What follows belongs to an exercise in optimizing a design on an open flow for a short achievable clock period and few clock cycles; a production flow would make more cautious choices.
In this exercise RTL edits were held to simulation tests only and were not proved equivalent to the original.
Power is estimated from default activity; no workload was simulated.

==> juniper <==
==> flow/design.v (excerpt) <==
module mipse(
input clk, rst_n,
input [32-1:0] instr,
input [32-1:0] readdata,
output reg [32-1:0] pc,
output [32-1:0] aluout,
output [32-1:0] writedata,
output memwrite);
reg [32-1:0] instrD, pcplus4D;
wire stall, mispredE, predD;
wire [32-1:0] pcplus4F = pc + 4;
wire [32-1:0] targetD, redirE;
always @(posedge clk or negedge rst_n) begin
  if (!rst_n) pc <= 0;
  else if (mispredE) pc <= redirE;
  else if (!stall) pc <= predD ? targetD : pcplus4F;
end
always @(posedge clk or negedge rst_n) begin
  if (!rst_n) begin
    instrD <= 0;
    pcplus4D <= 0;
  end else if (!stall) begin
    instrD <= mispredE ? 32'b0 : instr;
    pcplus4D <= pcplus4F;
  end
end
wire [6-1:0] opD = instrD[31:26];
wire [5-1:0] rsD = instrD[25:21], rtD = instrD[20:16], rdD = instrD[15:11];
wire [5:0] fnD = instrD[5:0];
wire [16-1:0] immD = instrD[15:0];
wire rtypeD = (opD == 6'b000000);
wire r_aluD = rtypeD & (fnD[5:3] == 3'b100);
wire r_logD = r_aluD & fnD[2];
wire multD = rtypeD & (fnD == 6'b011000);
wire lwD = (opD == 6'b100011);
wire swD = (opD == 6'b101011);
wire gradeD = (opD == 6'b101100);
wire luiD = (opD == 6'b001111);
wire addiD = (opD == 6'b001000);
  ...
==> flow/config.mk <==
export PLATFORM = sky130hd
export DESIGN_NAME = mipse
export DESIGN_NICKNAME = mipse
export VERILOG_FILES = /design/flow/design.v
export SDC_FILE = /design/flow/constraint.sdc
export NUM_CORES = 4
export LEC_CHECK = 0
export CAP_MARGIN = 20
export CORE_MARGIN = 2
export CORE_UTILIZATION = 40
export SLEW_MARGIN = 20
==> flow/constraint.sdc <==
create_clock -name core_clock -period 10.0 [get_ports {clk}]
set_input_delay 2.0000 -clock core_clock [delete_from_list [all_inputs] [get_ports {clk}]]
set_output_delay 2.0000 -clock core_clock [all_outputs]
set_load 0.01 [all_outputs]
standard.sh (not shown) runs the stock make flow with config.mk's settings and CLKGATE_MAP_FILE= SYNTH_SCRIPT=/design/flow/synth_recipe.tcl, a recipe that flattens the netlist after the stock synthesis.
==> flow/flow/run.sh <==
#!/bin/bash
set -euo pipefail
cd "$(dirname "$0")/.."
MARGIN=$(cat flow/margin.txt)
bash standard.sh SETUP_SLACK_MARGIN=$MARGIN finish > make_finish.log 2>&1
==> flow/flow/margin.txt <==
6.5
==> ember (differences from juniper) <==
--- a/flow/design.v
+++ b/flow/design.v
@@ -990,21 +990,32 @@
   wire c216 = (s155 & c96) | (s155 & c154) | (c96 & c154);
   wire [31:0] ra = {s215, s213, s211, s209, s207, s205, s203, s201, s199, s197, s195, s193, s191, s189, s187, s185, s183, s181, s179, s177, s175, s173, s171, s169, s167, s165, s163, s161, s159, s157, v2, v0};
   wire [31:0] rb = {c214, c212, c210, c208, c206, c204, c202, c200, c198, c196, c194, c192, c190, c188, c186, c184, c182, c180, c178, c176, c174, c172, c170, c168, c166, c164, c162, c160, c158, v5, 1'b0, v1};
   assign p = ra + rb;
 endmodule
 module rfile (
  input clk,
- input [5-1:0] a1, a2, a3,
+ input [32-1:1] s1, s2,
+ input [5-1:0] a3,
  output [32-1:0] rd1, rd2,
  input [32-1:0] wd3,
  input we3);
 	reg [32-1:0] rf[1:32-1];
-	assign rd1 = a1 == 0 ? 0 : rf[a1];
-	assign rd2 = a2 == 0 ? 0 : rf[a2];
+	reg [32-1:0] r1, r2;
+	integer i;
+	always @* begin
+		r1 = 0;
+		r2 = 0;
+		for (i = 1; i < 32; i = i + 1) begin
+			r1 = r1 | ({32{s1[i]}} & rf[i]);
+			r2 = r2 | ({32{s2[i]}} & rf[i]);
+		end
+	end
+	assign rd1 = r1;
+	assign rd2 = r2;
 	always @(posedge clk)
 		if(we3 && a3 != 0) rf[a3] <= wd3;
 endmodule
 module mipse(
 input clk, rst_n,
 input [32-1:0] instr,
 input [32-1:0] readdata,
@@ -1017,23 +1028,42 @@
 wire [32-1:0] pcplus4F = pc + 4;
 wire [32-1:0] targetD, redirE;
 always @(posedge clk or negedge rst_n) begin
   if (!rst_n) pc <= 0;
   else if (mispredE) pc <= redirE;
   else if (!stall) pc <= predD ? targetD : pcplus4F;
 end
+reg validD;
 always @(posedge clk or negedge rst_n) begin
   if (!rst_n) begin
     instrD <= 0;
     pcplus4D <= 0;
+    validD <= 0;
   end else if (!stall) begin
-    instrD <= mispredE ? 32'b0 : instr;
+    instrD <= instr;
     pcplus4D <= pcplus4F;
+    validD <= ~mispredE;
   end
 end
+reg [32-1:1] sel1D, sel2D;
+reg byp1D, byp2D;
+wire wrM_w;
+wire [5-1:0] dstM_w;
+wire [5-1:0] rsF = instr[25:21], rtF = instr[20:16];
+wire [5-1:0] rsH = instrD[25:21], rtH = instrD[20:16];
+integer k;
+always @(posedge clk) begin
+  if (!stall)
+    for (k = 1; k < 32; k = k + 1) begin
+      sel1D[k] <= (rsF == k);
+      sel2D[k] <= (rtF == k);
+    end
+  byp1D <= wrM_w & (dstM_w == (stall ? rsH : rsF));
+  byp2D <= wrM_w & (dstM_w == (stall ? rtH : rtF));
+end
 wire [6-1:0] opD = instrD[31:26];
 wire [5-1:0] rsD = instrD[25:21], rtD = instrD[20:16], rdD = instrD[15:11];
 wire [5:0] fnD = instrD[5:0];
 wire [16-1:0] immD = instrD[15:0];
 wire rtypeD = (opD == 6'b000000);
 wire r_aluD = rtypeD & (fnD[5:3] == 3'b100);
 wire r_logD = r_aluD & fnD[2];
@@ -1045,128 +1075,136 @@
 wire addiD = (opD == 6'b001000);
 wire oriD = (opD == 6'b001101);
 wire sltiD = (opD == 6'b001010);
 wire beqD = (opD == 6'b000100);
 wire bneD = (opD == 6'b000101);
 wire branchD = beqD | bneD;
 wire [5-1:0] dstD = rtypeD ? rdD : rtD;
-wire wrD = (lwD | r_aluD | multD | luiD | addiD | oriD | sltiD) & (dstD != 0);
-wire memwD = swD | gradeD;
+wire wrD = validD & (lwD | r_aluD | multD | luiD | addiD | oriD | sltiD) & (dstD != 0);
+wire memwD = validD & (swD | gradeD);
 wire subD = (r_aluD & ~fnD[2] & fnD[1]) | sltiD;
 wire logicD = r_logD | oriD | luiD;
 wire [2:0] lselD = r_aluD ? {1'b0, fnD[1:0]} : oriD ? 3'd1 : 3'd4;
 wire [32-1:0] immxD = oriD ? {16'b0, immD} :
                            luiD ? {immD, 16'b0} :
                            {{16{immD[15]}}, immD};
 wire [32-1:0] sextD = {{16{immD[15]}}, immD};
 assign targetD = pcplus4D + {sextD[29:0], 2'b00};
-assign predD = branchD & immD[15];
+assign predD = validD & branchD & immD[15];
 wire usesA = ~luiD;
 wire usesB = rtypeD | swD | gradeD | branchD;
 wire fastA = r_logD | oriD;
 wire fastB = r_logD | swD;
 reg wrE, memwE, lwE, multE, branchE;
 reg [5-1:0] dstE;
-reg wrM, memwM, lwM, multM;
+reg wrM, memwM, lwM, multM, aluM;
 reg [5-1:0] dstM;
 reg wrW;
 reg [5-1:0] dstW;
-reg [32-1:0] resultW;
+reg [32-1:0] resultW;   
+reg [32-1:0] wdW;       
 wire matchAE = usesA & wrE & (dstE == rsD);
 wire matchBE = usesB & wrE & (dstE == rtD);
 assign stall = (matchAE & (multE | (lwE & ~fastA))) |
                (matchBE & (multE | (lwE & ~fastB)));
 wire fAM_D = matchAE & ~lwE;
 wire fARD_D = matchAE & lwE;
 wire fAW_D = ~matchAE & wrM & (dstM == rsD);
 wire fBM_D = matchBE & ~lwE;
 wire fBRD_D = matchBE & lwE;
 wire fBW_D = ~matchBE & wrM & (dstM == rtD);
 wire [32-1:0] rf1, rf2;
-rfile rfile_1(.clk(clk), .a1(rsD), .rd1(rf1), .a2(rtD), .rd2(rf2),
-    .wd3(resultW), .a3(dstW), .we3(wrW));
-wire [32-1:0] rd1D = (wrW & (dstW == rsD)) ? resultW : rf1;
-wire [32-1:0] rd2D = (wrW & (dstW == rtD)) ? resultW : rf2;
+rfile rfile_1(.clk(clk), .s1(sel1D), .rd1(rf1), .s2(sel2D), .rd2(rf2),
+    .wd3(wdW), .a3(dstW), .we3(wrW));
+wire [32-1:0] rd1D = byp1D ? wdW : rf1;
+wire [32-1:0] rd2D = byp2D ? wdW : rf2;
 reg [32-1:0] rd1E, rd2E, immE, targetE;
-reg subE, sltiE, logicE, useImmE, gradeE, bneE, predE;
+reg subE, sltiE, logicE, useImmE, gradeE, kE, predE;
 reg [2:0] lselE;
-reg fAM, fARD, fAW, fBM, fBRD, fBW;
+reg fAM, fARD, fAW, fAR, fBM, fBRD, fBW, fBR;
 always @(posedge clk) begin
   if (!stall) begin
     rd1E <= rd1D;
     rd2E <= rd2D;
     immE <= immxD;
     targetE <= targetD;
     subE <= subD;
     sltiE <= sltiD;
     logicE <= logicD;
     lselE <= lselD;
     useImmE <= ~rtypeD;
     gradeE <= gradeD;
-    bneE <= bneD;
+    kE <= bneD ^ predD;
     predE <= predD;
     dstE <= dstD;
-    fAM <= fAM_D; fARD <= fARD_D; fAW <= fAW_D;
-    fBM <= fBM_D; fBRD <= fBRD_D; fBW <= fBW_D;
+    fAM <= fAM_D; fARD <= fARD_D; fAW <= fAW_D; fAR <= ~fAM_D & ~fAW_D;
+    fBM <= fBM_D; fBRD <= fBRD_D; fBW <= fBW_D; fBR <= ~fBM_D & ~fBW_D;
   end
 end
 always @(posedge clk or negedge rst_n) begin
   if (!rst_n) begin
     wrE <= 0; memwE <= 0; lwE <= 0; multE <= 0; branchE <= 0;
   end else if (stall) begin
     wrE <= 0; memwE <= 0; lwE <= 0; multE <= 0; branchE <= 0;
   end else begin
-    wrE <= wrD; memwE <= memwD; lwE <= lwD; multE <= multD; branchE <= branchD;
+    wrE <= wrD; memwE <= memwD; lwE <= validD & lwD; multE <= validD & multD;
+    branchE <= validD & branchD;
   end
 end
 reg [32-1:0] aluoutM, writedataM;
 reg [167-1:0] csM;
-wire [32-1:0] srcA = fAM ? aluoutM : fAW ? resultW : rd1E;
-wire [32-1:0] srcB = fBM ? aluoutM : fBW ? resultW : rd2E;
+wire [32-1:0] srcA = ({32{fAM}} & aluoutM) | ({32{fAW}} & resultW) |
+                          ({32{fAR}} & rd1E);
+wire [32-1:0] srcB = ({32{fBM}} & aluoutM) | ({32{fBW}} & resultW) |
+                          ({32{fBR}} & rd2E);
 wire [32-1:0] op2 = useImmE ? immE : srcB;
 wire [32-1:0] la = fARD ? readdata : srcA;
 wire [32-1:0] lb = fBRD ? readdata : op2;
 wire [32-1:0] aluoutE;
 alu alu_1(.a(srcA), .b(op2), .la(la), .lb(lb), .sub(subE), .slti(sltiE),
     .logic_op(logicE), .lsel(lselE), .y(aluoutE));
 wire [2:0] gradeoutE =
 	(srcB >= 85) ? 3'd5 :
 	(srcB >= 60) ? 3'd4 :
 	(srcB >= 40) ? 3'd3 :
 	(srcB >= 10) ? 3'd2 : 3'd1;
 wire [32-1:0] wdE = gradeE ? {29'b0, gradeoutE} : fBRD ? readdata : srcB;
 wire eqE = (srcA == srcB);
-wire takenE = bneE ? ~eqE : eqE;
-assign mispredE = branchE & (takenE ^ predE);
+assign mispredE = branchE & (eqE ^ kE);
 assign redirE = predE ? pcplus4D : targetE;
 wire [167-1:0] csE;
 mul_s1 mul_s1_1(.a(srcA), .b(srcB), .cs(csE));
 always @(posedge clk) begin
   aluoutM <= aluoutE;
   writedataM <= wdE;
   csM <= csE;
   dstM <= dstE;
   lwM <= lwE;
   multM <= multE;
+  aluM <= ~lwE & ~multE;
 end
+assign wrM_w = wrM;
+assign dstM_w = dstM;
 always @(posedge clk or negedge rst_n) begin
   if (!rst_n) begin
     wrM <= 0; memwM <= 0;
   end else begin
     wrM <= wrE; memwM <= memwE;
   end
 end
 assign aluout = aluoutM;
 assign writedata = writedataM;
 assign memwrite = memwM;
 wire [32-1:0] multP;
 mul_s2 mul_s2_1(.cs(csM), .p(multP));
-wire [32-1:0] resultM = lwM ? readdata : multM ? multP : aluoutM;
+wire [32-1:0] resultM = ({32{lwM}} & readdata) | ({32{multM}} & multP) |
+                             ({32{aluM}} & aluoutM);
 always @(posedge clk) begin
   resultW <= resultM;
+  if (wrM) wdW <= resultM;
   dstW <= dstM;
 end
 always @(posedge clk or negedge rst_n) begin
   if (!rst_n) wrW <= 0;
   else wrW <= wrM;
 end
 endmodule
==> metrics.yaml <==
synth:
  synth_fa_ha_area_frac: 0.0779
  synth_seq_cells: 1620
  synth_cells: 6811
  synth_seq_area_share: 0.555
worst_setup_path:
  crit_path_max_fanout: 32
pwr:
  power_switching_mw: 18.8
  powerSeq_mw: 8.79
  p_total_mw: 42.6
layout:
  ff_latch_area_mm2: 0.0455
  fill_cells: 17323
floorplan:
  num_rows: 165
  die_h_um: 456
outcome:
  status: "no timing/DRC/antenna violations"
Source of the figures above: ember

==> metrics.yaml <==
pwr:
  powerSeq_mw: 8.95
  p_total_mw: 40.8
floorplan:
  num_rows: 169
  die_h_um: 466
synth:
  synth_seq_area_share: 0.496
  synth_fa_ha_area_frac: 0.0746
  synth_seq_cells: 1520
outcome:
  status: "no timing/DRC/antenna violations"
layout:
  ff_latch_area_mm2: 0.0426
Source of the figures above: juniper

Testbench counts of juniper, summed over its fixed seeds: cycles 16,224.
Testbench counts of ember, summed over its fixed seeds: cycles 16,224.

## re-timing with driven ports
The flow's constraints put no driver on any port. The routed layouts listed below were extracted and timed again, unchanged, in two steps.
Step 1 sets driving cells, clkbuf_16 on the clock port and buf_2 on the other inputs (assumed; they add their load-dependent delay and slew).
Step 2 times the ports against the registers' clock, not the clock port: input delays grow and output delays shrink by t, the midpoint of the rising clock arrivals with the driver on.
Three values: ideal ports, drivers, drivers and shift; two values: the first two.
| run | shift t [ns] | setup slack, ns | worst data-port slew with drivers (ns) |
|---|---|---|---|
| juniper | 0.909 | 5.419 / 5.419 / 5.419 | 0.24 |
| ember | 0.945 | 5.426 / 5.426 / 5.426 | 0.20 |
After both steps setup and hold are still met in every run listed.
